What follows belongs to an exercise in optimizing a design on an open flow for small area; a production flow would make more cautious choices.
Function was checked by simulation only, so behaviour that the tests miss may differ from the original.
Power is estimated from default activity; no workload was simulated.

Setup of build 84:
Design Segway, start of the top module:
module Segway(clk,RST_n,LED,INERT_SS_n,INERT_MOSI,
              INERT_SCLK,INERT_MISO,A2D_SS_n,A2D_MOSI,A2D_SCLK,
			  A2D_MISO,PWM_rev_rght,PWM_frwrd_rght,PWM_rev_lft,
			  PWM_frwrd_lft,piezo_n,piezo,INT,RX);
Size: about 1700 cells after synthesis, about 0.017 sq mm of cells after synthesis.
==> flow/config.mk <==
export PLATFORM = sky130hd
export DESIGN_NAME = Segway
export DESIGN_NICKNAME = Segway
export VERILOG_FILES = /design/flow/design.v
export SDC_FILE = /design/flow/constraint.sdc
export NUM_CORES = 4
export LEC_CHECK = 0
export CAP_MARGIN = 20
export CORE_MARGIN = 2
export CORE_UTILIZATION = 40
export CTS_BUF_LIST = sky130_fd_sc_hd__clkbuf_8
export CTS_CLUSTER_DIAMETER = 80
export CTS_CLUSTER_SIZE = 16
export GPL_TIMING_DRIVEN = 0
export PLACE_DENSITY = 0.6
export SLEW_MARGIN = 20
==> flow/constraint.sdc <==
create_clock -name core_clock -period 20.0 [get_ports {clk}]
set_input_delay 4.0000 -clock core_clock [delete_from_list [all_inputs] [get_ports {clk}]]
set_output_delay 4.0000 -clock core_clock [all_outputs]
set_load 0.01 [all_outputs]
standard.sh (not shown) runs the stock make flow with config.mk's settings and CLKGATE_MAP_FILE= SYNTH_SCRIPT=/design/flow/synth_recipe.tcl, a recipe that flattens the netlist after the stock synthesis.
==> flow/flow/run.sh <==
#!/bin/bash
# The standard layout (standard.sh) with three changes:
#  1. after the standard synthesis, the combinational cells (all but the
#     flip-flops, adder cells and tie cells) are re-mapped by ABC with an
#     area-leaning script (resynth.tcl, abc_resynth.script);
#  2. clock tree synthesis adds no dummy loads;
#  3. the port buffers use the smallest buffer cell.
# Each tool's output goes to a log file in this folder (and ORFS's own logs).
set -euo pipefail
R=$PWD/orfs/results/$FLOW_PLATFORM/Segway/base
bash standard.sh synth > standard_synth.log 2>&1
cp $R/1_2_yosys.v $R/1_2_yosys_std.v
RESYNTH_RESULTS=$R yosys -c flow/resynth.tcl > resynth.log 2>&1
rm -f $R/1_synth.odb $R/1_synth.sdc
bash standard.sh \
  "CTS_ARGS=-sink_clustering_enable -repair_clock_nets -sink_clustering_size 16 -sink_clustering_max_diameter 80 -buf_list sky130_fd_sc_hd__clkbuf_8 -dont_use_dummy_load" \
  "BUFFER_PORTS_ARGS=-buffer_cell sky130_fd_sc_hd__buf_1" \
  finish > standard.log 2>&1
Other scripts of this flow, unchanged in this note and not shown: flow/flow/abc_resynth.script, flow/flow/resynth.tcl
Build 84 completed end to end with timing, DRC and antenna clean.
Edits applied to the flow inputs when going from build 84 to build 21:
# build 84
export LEC_CHECK = 0
export CAP_MARGIN = 20
export CORE_MARGIN = 2
export CORE_UTILIZATION = 40
export CTS_BUF_LIST = sky130_fd_sc_hd__clkbuf_8
export CTS_CLUSTER_DIAMETER = 80
export CTS_CLUSTER_SIZE = 16
export GPL_TIMING_DRIVEN = 0
export PLACE_DENSITY = 0.6
export SLEW_MARGIN = 20
create_clock -name core_clock -period 20.0 [get_ports {clk}]
# build 21
export LEC_CHECK = 0
export CAP_MARGIN = 20
export CORE_MARGIN = 2
export CORE_UTILIZATION = 40
export CTS_BUF_LIST = sky130_fd_sc_hd__clkbuf_8
export CTS_CLUSTER_DIAMETER = 80
export CTS_CLUSTER_SIZE = 16
export PLACE_DENSITY = 0.6
export SLEW_MARGIN = 20
create_clock -name core_clock -period 20.0 [get_ports {clk}]
--- outcome ---
- On build 21: number of cells on the worst reg-to-reg path is about 1.4% lower than what build 84 gave.
- Against build 84 as the reference, build 21 delivers a higher fraction of area in multi-input gates.
- From build 84 to build 21, die area did not move at all.
- Count of plain and timing-repair buffers of build 21 falls short of that of build 84 by more than 10%.
- Clock buffer instance count of the final layout of build 21 falls short of that of build 84 by a few percent.
- Summary of build 21 over build 84: hold slack lower, ratio of total power to cell area held steady, post-route standard cell area excluding fillers has decreased, quantity of gates resized following cts dropped 3.
- On build 21: utilization of the core after routing is 0.59 points lower than what build 84 gave.
- The setup slack of build 21 is larger than that of build 84.
Modified inputs, build 42 compared to build 21
diff --git a/flow/flow/run.sh b/flow/flow/run.sh
--- a/flow/flow/run.sh
+++ b/flow/flow/run.sh
@@ -3,4 +3,4 @@
 #  1. after the standard synthesis, the combinational cells (all but the
-#     flip-flops, adder cells and tie cells) are re-mapped by ABC with an
-#     area-leaning script (resynth.tcl, abc_resynth.script);
+#     flip-flops, full adders and tie cells) are re-mapped by ABC with an
+#     area-leaning script (resynth.tcl, abc_resynth.script), twice;
 #  2. clock tree synthesis adds no dummy loads;
@@ -13,2 +13,5 @@
 RESYNTH_RESULTS=$R yosys -c flow/resynth.tcl > resynth.log 2>&1
+# a second pass of the same re-mapping, on the first pass's result
+cp $R/1_2_yosys.v $R/1_2_yosys_std.v
+RESYNTH_RESULTS=$R yosys -c flow/resynth.tcl > resynth2.log 2>&1
 rm -f $R/1_synth.odb $R/1_synth.sdc
--- outcome ---
- On final standard cell utilization of the core, build 21 and build 42 are basically level.
- Going from build 21 to build 42, clock power stayed essentially flat, die area has decreased, total power higher, core region area was more or less identical.
- Critical path required time: lower on build 42
- Build 21 reports its library cell contributing the largest single delay on the critical path as sky130_fd_sc_hd__fa_1 while build 42 reports sky130_fd_sc_hd__o32a_2.
- Cmp build 21 and build 42 / hold slack / lower: build 21

* * *

Another version of the RTL of Segway (not shown whole).
Size in the first run: roughly 26 I/O pins, roughly 20,000 sq um of cells after synthesis.
export LEC_CHECK = 0
export CAP_MARGIN = 20
export CORE_MARGIN = 2
export CORE_UTILIZATION = 40
export CTS_BUF_LIST = sky130_fd_sc_hd__clkbuf_8
export CTS_CLUSTER_DIAMETER = 80
export CTS_CLUSTER_SIZE = 16
export PLACE_DENSITY = 0.6
export SLEW_MARGIN = 20
create_clock -name core_clock -period 20.0 [get_ports {clk}]
run.sh (not shown) runs the stock make flow with config.mk's settings and CLKGATE_MAP_FILE= SYNTH_SCRIPT=/design/flow/synth_recipe.tcl, a recipe that flattens the netlist after the stock synthesis.
Stock flow here: none of the scripts above is used.
Change:
==> flow/flow/run.sh (new file) <==
#!/bin/bash
# The standard layout (the standard.sh, unchanged synthesis, floorplan,
# placement and routing), with clock tree synthesis told not to add dummy
# loads.  Each tool's output stays in the ORFS logs under orfs/logs.
set -euo pipefail
bash standard.sh \
  "CTS_ARGS=-sink_clustering_enable -repair_clock_nets -sink_clustering_size 16 -sink_clustering_max_diameter 80 -buf_list sky130_fd_sc_hd__clkbuf_8 -dont_use_dummy_load" \
  finish > standard.log 2>&1
==> flow/standard.sh (new file) <==
#!/bin/bash
# synth_recipe.tcl (not shown) runs the flow's synth.tcl, then flattens the netlist and writes it again
# the make line also repeats each setting of config.mk as NAME=value (left out here)
make -C /OpenROAD-flow-scripts/flow DESIGN_CONFIG=/design/flow/config.mk WORK_HOME=/design/flow/orfs CLKGATE_MAP_FILE= SYNTH_SCRIPT=/design/flow/synth_recipe.tcl "${@:-finish}"
removed: flow/run.sh
Outcome:
- fmax barely changes
- synthesized cell count is unchanged
- wire length is lower by 0.31%

* * *

Setup of build 45:
Another version of the RTL of Segway (not shown whole).
Size in the first run: roughly 1800 cells after synthesis, about 280 flip-flops, roughly 26 I/O pins.
==> flow/design.v (excerpt) <==
module Segway(clk,RST_n,LED,INERT_SS_n,INERT_MOSI,
              INERT_SCLK,INERT_MISO,A2D_SS_n,A2D_MOSI,A2D_SCLK,
			  A2D_MISO,PWM_rev_rght,PWM_frwrd_rght,PWM_rev_lft,
			  PWM_frwrd_lft,piezo_n,piezo,INT,RX);
export LEC_CHECK = 0
export CAP_MARGIN = 0
export CORE_MARGIN = 2
export CORE_UTILIZATION = 40
export CTS_BUF_LIST = sky130_fd_sc_hd__clkbuf_8
export CTS_CLUSTER_DIAMETER = 80
export CTS_CLUSTER_SIZE = 16
export PLACE_DENSITY = 0.6
export SLEW_MARGIN = 0
create_clock -name core_clock -period 20.0 [get_ports {clk}]
standard.sh (not shown) runs the stock make flow with config.mk's settings and CLKGATE_MAP_FILE= SYNTH_SCRIPT=/design/flow/synth_recipe.tcl, a recipe that flattens the netlist after the stock synthesis.
==> flow/flow/run.sh <==
#!/bin/bash
# The standard layout (the standard.sh: unchanged synthesis, floorplan,
# power grid, placement, routing), with two changes: clock tree synthesis
# adds no dummy loads, and the port buffers use the smallest buffer cell.
# Each tool's output stays in the ORFS logs under orfs/logs.
set -euo pipefail
bash standard.sh \
  "CTS_ARGS=-sink_clustering_enable -repair_clock_nets -sink_clustering_size 16 -sink_clustering_max_diameter 80 -buf_list sky130_fd_sc_hd__clkbuf_8 -dont_use_dummy_load" \
  "BUFFER_PORTS_ARGS=-buffer_cell sky130_fd_sc_hd__buf_1" \
  finish > standard.log 2>&1
Changes in build 33 relative to build 45:
Settings: SLEW_MARGIN now 20, was 0; CAP_MARGIN now 20, was 0; CORE_UTILIZATION now 60, was 40; PLACE_DENSITY now 0.75, was 0.6.
==> flow/flow/run.sh <==
#!/bin/bash
# The standard layout (the standard.sh, unchanged synthesis, floorplan,
# placement and routing), with clock tree synthesis told not to add dummy
# loads.  Each tool's output stays in the ORFS logs under orfs/logs.
set -euo pipefail
bash standard.sh \
  "CTS_ARGS=-sink_clustering_enable -repair_clock_nets -sink_clustering_size 16 -sink_clustering_max_diameter 80 -buf_list sky130_fd_sc_hd__clkbuf_8 -dont_use_dummy_load" \
  finish > standard.log 2>&1
--- outcome ---
The final layout from build 33, which completed every stage, passed the timing, design-rule and antenna checks at the end of the flow. Taking build 45 as the reference point, the final non-filler cell total of build 33 falls by 204. Between build 33 and build 45, it is build 33 whose setup slack is lower, by 0.0093 ns. Build 33 vs. build 45: global-route usage rose by 7.1 points, total power now sits lower, leakage power figure picked up an extra 0.44%. Of build 33 and build 45, build 45 shows the lower core utilization of the finished layout, with build 33 above it.
The following lists how build 27 was set up differently from build 33:
Settings: changing CORE_UTILIZATION from 60 to 40; changing PLACE_DENSITY from 0.75 to 0.6.
## What came out
Delta (build 27 minus build 33): final worst-path setup slack now larger, count of nets left with antenna violations after detail routing held steady, overall die area has increased.
Side by side, count of TritonRoute iterations in the first routing pass turned out lower in build 27 than in build 33.
Build 27 against build 33: fill cell total of the finished layout +1961; number of flip-flops and latches now sits at about the same level.
Here is what was changed in the inputs of build 90 compared with build 27.
==> flow/flow/run.sh <==
#!/bin/bash
# The standard layout (the standard.sh: unchanged synthesis, floorplan,
# power grid, placement, routing), with two changes: clock tree synthesis
# adds no dummy loads, and the port buffers use the smallest buffer cell.
# Each tool's output stays in the ORFS logs under orfs/logs.
set -euo pipefail
bash standard.sh \
  "CTS_ARGS=-sink_clustering_enable -repair_clock_nets -sink_clustering_size 16 -sink_clustering_max_diameter 80 -buf_list sky130_fd_sc_hd__clkbuf_8 -dont_use_dummy_load" \
  "BUFFER_PORTS_ARGS=-buffer_cell sky130_fd_sc_hd__buf_1" \
  finish > standard.log 2>&1
--- outcome ---
Build 90 has completed all stages; timing, DRC and antenna checks passed.
Part of the total power dissipated in sequential elements: build 90 and build 27 compared, higher one is build 27
On total power after layout, build 90 does worse than build 27.
On global-route usage, build 27 tracks build 90 almost exactly.
Wire length reported by the detailed router (lower): build 27
Worst-case hold slack (build 90 over build 27): increase, 0.097 ns
[build 90] count of clock-net buffers in the final layout rose 1 relative to build 27

* * *

Another version of the RTL of Segway (not shown whole).
Size in the first run: ~280 flip-flops, roughly 26 I/O pins.
clock: 20.0 ns
lec_check: 0
cap_margin: 20
core_margin: 2
core_utilization: 40
cts_buf_list: sky130_fd_sc_hd__clkbuf_8
cts_cluster_diameter: 80
cts_cluster_size: 16
place_density: 0.6
slew_margin: 20
==> flow/flow/run.sh <==
#!/bin/bash
# The standard layout (the standard.sh: unchanged synthesis, floorplan,
# power grid, placement, routing), with two changes: clock tree synthesis
# adds no dummy loads, and the port buffers use the smallest buffer cell.
# Each tool's output stays in the ORFS logs under orfs/logs.
set -euo pipefail
bash standard.sh \
  "CTS_ARGS=-sink_clustering_enable -repair_clock_nets -sink_clustering_size 20 -sink_clustering_max_diameter 60 -buf_list sky130_fd_sc_hd__clkbuf_8 -dont_use_dummy_load" \
  "BUFFER_PORTS_ARGS=-buffer_cell sky130_fd_sc_hd__buf_1" \
  finish > standard.log 2>&1
Change:
--- a/flow/flow/run.sh
+++ b/flow/flow/run.sh
@@ -6,5 +6,5 @@
 set -euo pipefail
 bash standard.sh \
-  "CTS_ARGS=-sink_clustering_enable -repair_clock_nets -sink_clustering_size 20 -sink_clustering_max_diameter 60 -buf_list sky130_fd_sc_hd__clkbuf_8 -dont_use_dummy_load" \
+  "CTS_ARGS=-sink_clustering_enable -repair_clock_nets -sink_clustering_size 10 -sink_clustering_max_diameter 50 -buf_list sky130_fd_sc_hd__clkbuf_4 -dont_use_dummy_load" \
   "BUFFER_PORTS_ARGS=-buffer_cell sky130_fd_sc_hd__buf_1" \
   finish > standard.log 2>&1
=> The new run passed the timing, design-rule and antenna checks. Routed wire length is higher slightly. Global-route usage is higher by 0.22 points. Synthesized area is unchanged.
Change:
--- a/flow/flow/run.sh
+++ b/flow/flow/run.sh
@@ -6,5 +6,5 @@
 set -euo pipefail
 bash standard.sh \
-  "CTS_ARGS=-sink_clustering_enable -repair_clock_nets -sink_clustering_size 10 -sink_clustering_max_diameter 50 -buf_list sky130_fd_sc_hd__clkbuf_4 -dont_use_dummy_load" \
+  "CTS_ARGS=-sink_clustering_enable -repair_clock_nets -sink_clustering_size 16 -sink_clustering_max_diameter 80 -buf_list sky130_fd_sc_hd__clkbuf_8 -dont_use_dummy_load" \
   "BUFFER_PORTS_ARGS=-buffer_cell sky130_fd_sc_hd__buf_1" \
   finish > standard.log 2>&1
After rerunning: The changed run ran to the end with no violations; combinational power barely changes; non-clock buffer count stays the same; sequential share of layout area hardly moves; total power rises slightly; design area hardly moves; clock skew decreases by 0.053 ns; register-to-register slack stays flat.
Change:
==> flow/flow/run.sh (replaced) <==
#!/bin/bash
# The standard layout (standard.sh) with three changes:
#  1. after the standard synthesis, the combinational cells (all but the
#     flip-flops, adder cells and tie cells) are re-mapped by ABC with an
#     area-leaning script (resynth.tcl, abc_resynth.script);
#  2. clock tree synthesis adds no dummy loads;
#  3. the port buffers use the smallest buffer cell.
# Each tool's output goes to a log file in this folder (and ORFS's own logs).
set -euo pipefail
R=$PWD/orfs/results/$FLOW_PLATFORM/Segway/base
bash standard.sh synth > standard_synth.log 2>&1
cp $R/1_2_yosys.v $R/1_2_yosys_std.v
RESYNTH_RESULTS=$R yosys -c flow/resynth.tcl > resynth.log 2>&1
rm -f $R/1_synth.odb $R/1_synth.sdc
bash standard.sh \
  "CTS_ARGS=-sink_clustering_enable -repair_clock_nets -sink_clustering_size 16 -sink_clustering_max_diameter 80 -buf_list sky130_fd_sc_hd__clkbuf_8 -dont_use_dummy_load" \
  "BUFFER_PORTS_ARGS=-buffer_cell sky130_fd_sc_hd__buf_1" \
  finish > standard.log 2>&1
==> flow/flow/abc_resynth.script (new file) <==
&get -n
&st
&dch
&nf -R 1000
&st
&syn2
&if -g -K 6
&synch2
&nf -R 1000
&st
&syn2
&if -g -K 6
&synch2
&nf -R 1000
&st
&syn2
&if -g -K 6
&synch2
&nf -R 1000
&st
&syn2
&if -g -K 6
&synch2
&nf -R 1000
&st
&syn2
&if -g -K 6
&synch2
&nf -R 1000
&put
==> flow/flow/resynth.tcl (new file) <==
# Re-map the combinational logic of the standard synthesis with an
# area-leaning ABC script.  Flip-flops, full/half adders and tie cells of the
# standard netlist are kept as they are (same instances, names and cell
# types); every other cell is read as its liberty function and re-mapped.
set lib $::env(FLOW_HOME)/platforms/sky130hd/lib/sky130_fd_sc_hd__tt_025C_1v80.lib
set res $::env(RESYNTH_RESULTS)
yosys read_liberty -ignore_miss_func $lib
foreach c {conb_1 dfrtp_1 dfrtp_2 dfrtp_4 dfstp_1 dfstp_2 dfstp_4 dfxtp_1 dfxtp_2 dfxtp_4 edfxtp_1 fa_1 fa_2 fa_4 ha_1 ha_2 ha_4 dfrbp_1 dfrbp_2 dfsbp_1 dfsbp_2 dfxbp_1 dfxbp_2 edfxbp_1 dlxtp_1} {
  yosys setattr -mod -set blackbox 1 sky130_fd_sc_hd__$c
}
yosys read_verilog $res/1_2_yosys_std.v
yosys hierarchy -top $::env(FLOW_TOP)
yosys tee -o resynth_before.txt stat -liberty $lib
yosys flatten
yosys opt_clean
set f [open abc.constr w]
puts $f "set_driving_cell sky130_fd_sc_hd__buf_1"
puts $f "set_load 5"
close $f
yosys abc -script [file normalize flow/abc_resynth.script] -liberty $lib -constr [file normalize abc.constr] \
  -dont_use sky130_fd_sc_hd__probe_p_8 -dont_use sky130_fd_sc_hd__probec_p_8 -dont_use sky130_fd_sc_hd__lpflow_*
yosys splitnets
yosys opt_clean -purge
yosys tee -o resynth_after.txt stat -liberty $lib
yosys write_verilog -noattr -nohex -nodec $res/1_2_yosys.v
Worst setup slack gains 0.053 ns.
Critical path depth came out lower by 9.
Non-clock buffer count does not change.
Total power came out lower by 5.0%.
Cell count came out lower by 1.5%.
Clock skew came out lower by 0.039 ns.
Die area came out lower by 3.0%.
Synthesized area came out lower by 3.1%.
Change:
==> flow/flow/abc_resynth.script (replaced) <==
&get -n
&st
&dch
&nf -R 1000
&st
&dch -f
&nf -R 1000
&st
&dch -f
&nf -R 1000
&st
&dch -f
&nf -R 1000
&put
==> flow/flow/resynth.tcl (replaced) <==
# Re-map the combinational logic of the standard synthesis with an
# area-leaning ABC script.  Flip-flops, full adders and tie cells of the
# standard netlist are kept as they are (same instances, names and cell
# types); every other cell is read as its liberty function and re-mapped.
set lib $::env(FLOW_HOME)/platforms/sky130hd/lib/sky130_fd_sc_hd__tt_025C_1v80.lib
set res $::env(RESYNTH_RESULTS)
yosys read_liberty -ignore_miss_func $lib
foreach c {conb_1 dfrtp_1 dfrtp_2 dfrtp_4 dfstp_1 dfstp_2 dfstp_4 dfxtp_1 dfxtp_2 dfxtp_4 edfxtp_1 fa_1 fa_2 fa_4 dfrbp_1 dfrbp_2 dfsbp_1 dfsbp_2 dfxbp_1 dfxbp_2 edfxbp_1 dlxtp_1} {
  yosys setattr -mod -set blackbox 1 sky130_fd_sc_hd__$c
}
yosys read_verilog $res/1_2_yosys_std.v
yosys hierarchy -top $::env(FLOW_TOP)
yosys tee -o resynth_before.txt stat -liberty $lib
yosys flatten
# nets named after the flattened cells' pins are internal
yosys rename -hide w:_*
yosys opt_clean -purge
set f [open abc.constr w]
puts $f "set_driving_cell sky130_fd_sc_hd__buf_1"
puts $f "set_load 5"
close $f
yosys abc -script [file normalize flow/abc_resynth.script] -liberty $lib -constr [file normalize abc.constr] \
  -dont_use sky130_fd_sc_hd__probe_p_8 -dont_use sky130_fd_sc_hd__probec_p_8 -dont_use sky130_fd_sc_hd__lpflow_*
yosys splitnets
yosys opt_clean -purge
# as ORFS: buffer nets that go straight from a cell or input to an output port
yosys insbuf -buf sky130_fd_sc_hd__buf_4 A X
yosys tee -o resynth_after.txt stat -liberty $lib
yosys write_verilog -noattr -nohex -nodec $res/1_2_yosys.v
Result: The new run completed without violations; synthesized cell count fell by 2.0%; design area is lower by 7.2%; sequential power is about the same; power grows by 1.1%; final cell count fell by about 4%.

separate check: timing with driven ports:
The flow's constraints put no driver on any port. The routed layouts listed below were extracted and timed again, unchanged, in two steps. Step 1 assumes that a clkbuf_16 drives the clock port and a buf_2 every other input. Step 2 adds t to the input delays and takes it off the output delays; t is the mean of the earliest and latest rising clock arrival at the registers after step 1. Input paths then give back, and output paths get back, about the clock's delay inside the block. Three values: ideal ports, drivers, drivers and shift; two values: the first two.
run	t, ns	setup slack, ns	clock arrival spread, ns
build 84	0.606	1.097 / 1.097 / 1.097	0.108 / 0.108
build 21	0.593	1.124 / 1.124 / 1.124	0.077 / 0.078
build 42	0.598	1.068 / 1.068 / 1.068	0.117 / 0.117
the first run of note 2	0.652	0.833 / 0.833 / 0.833	0.034 / 0.034
the second run of note 2	0.624	0.794 / 0.794 / 0.794	0.072 / 0.072
build 45	0.621	0.792 / 0.792 / 0.792	0.066 / 0.067
build 33	0.597	0.782 / 0.782 / 0.782	0.054 / 0.055
build 27	0.614	0.786 / 0.786 / 0.786	0.093 / 0.094
build 90	0.623	0.776 / 0.776 / 0.776	0.084 / 0.085
the first run of note 4	0.641	0.786 / 0.786 / 0.786	0.117 / 0.117
the second run of note 4	0.792	0.772 / 0.772 / 0.772	0.148 / 0.148
the third run of note 4	0.612	0.773 / 0.773 / 0.773	0.090 / 0.090
the fourth run of note 4	0.611	0.826 / 0.826 / 0.826	0.051 / 0.051
the fifth run of note 4	0.623	0.773 / 0.773 / 0.773	0.064 / 0.064
After both steps setup and hold are still met in every run listed.
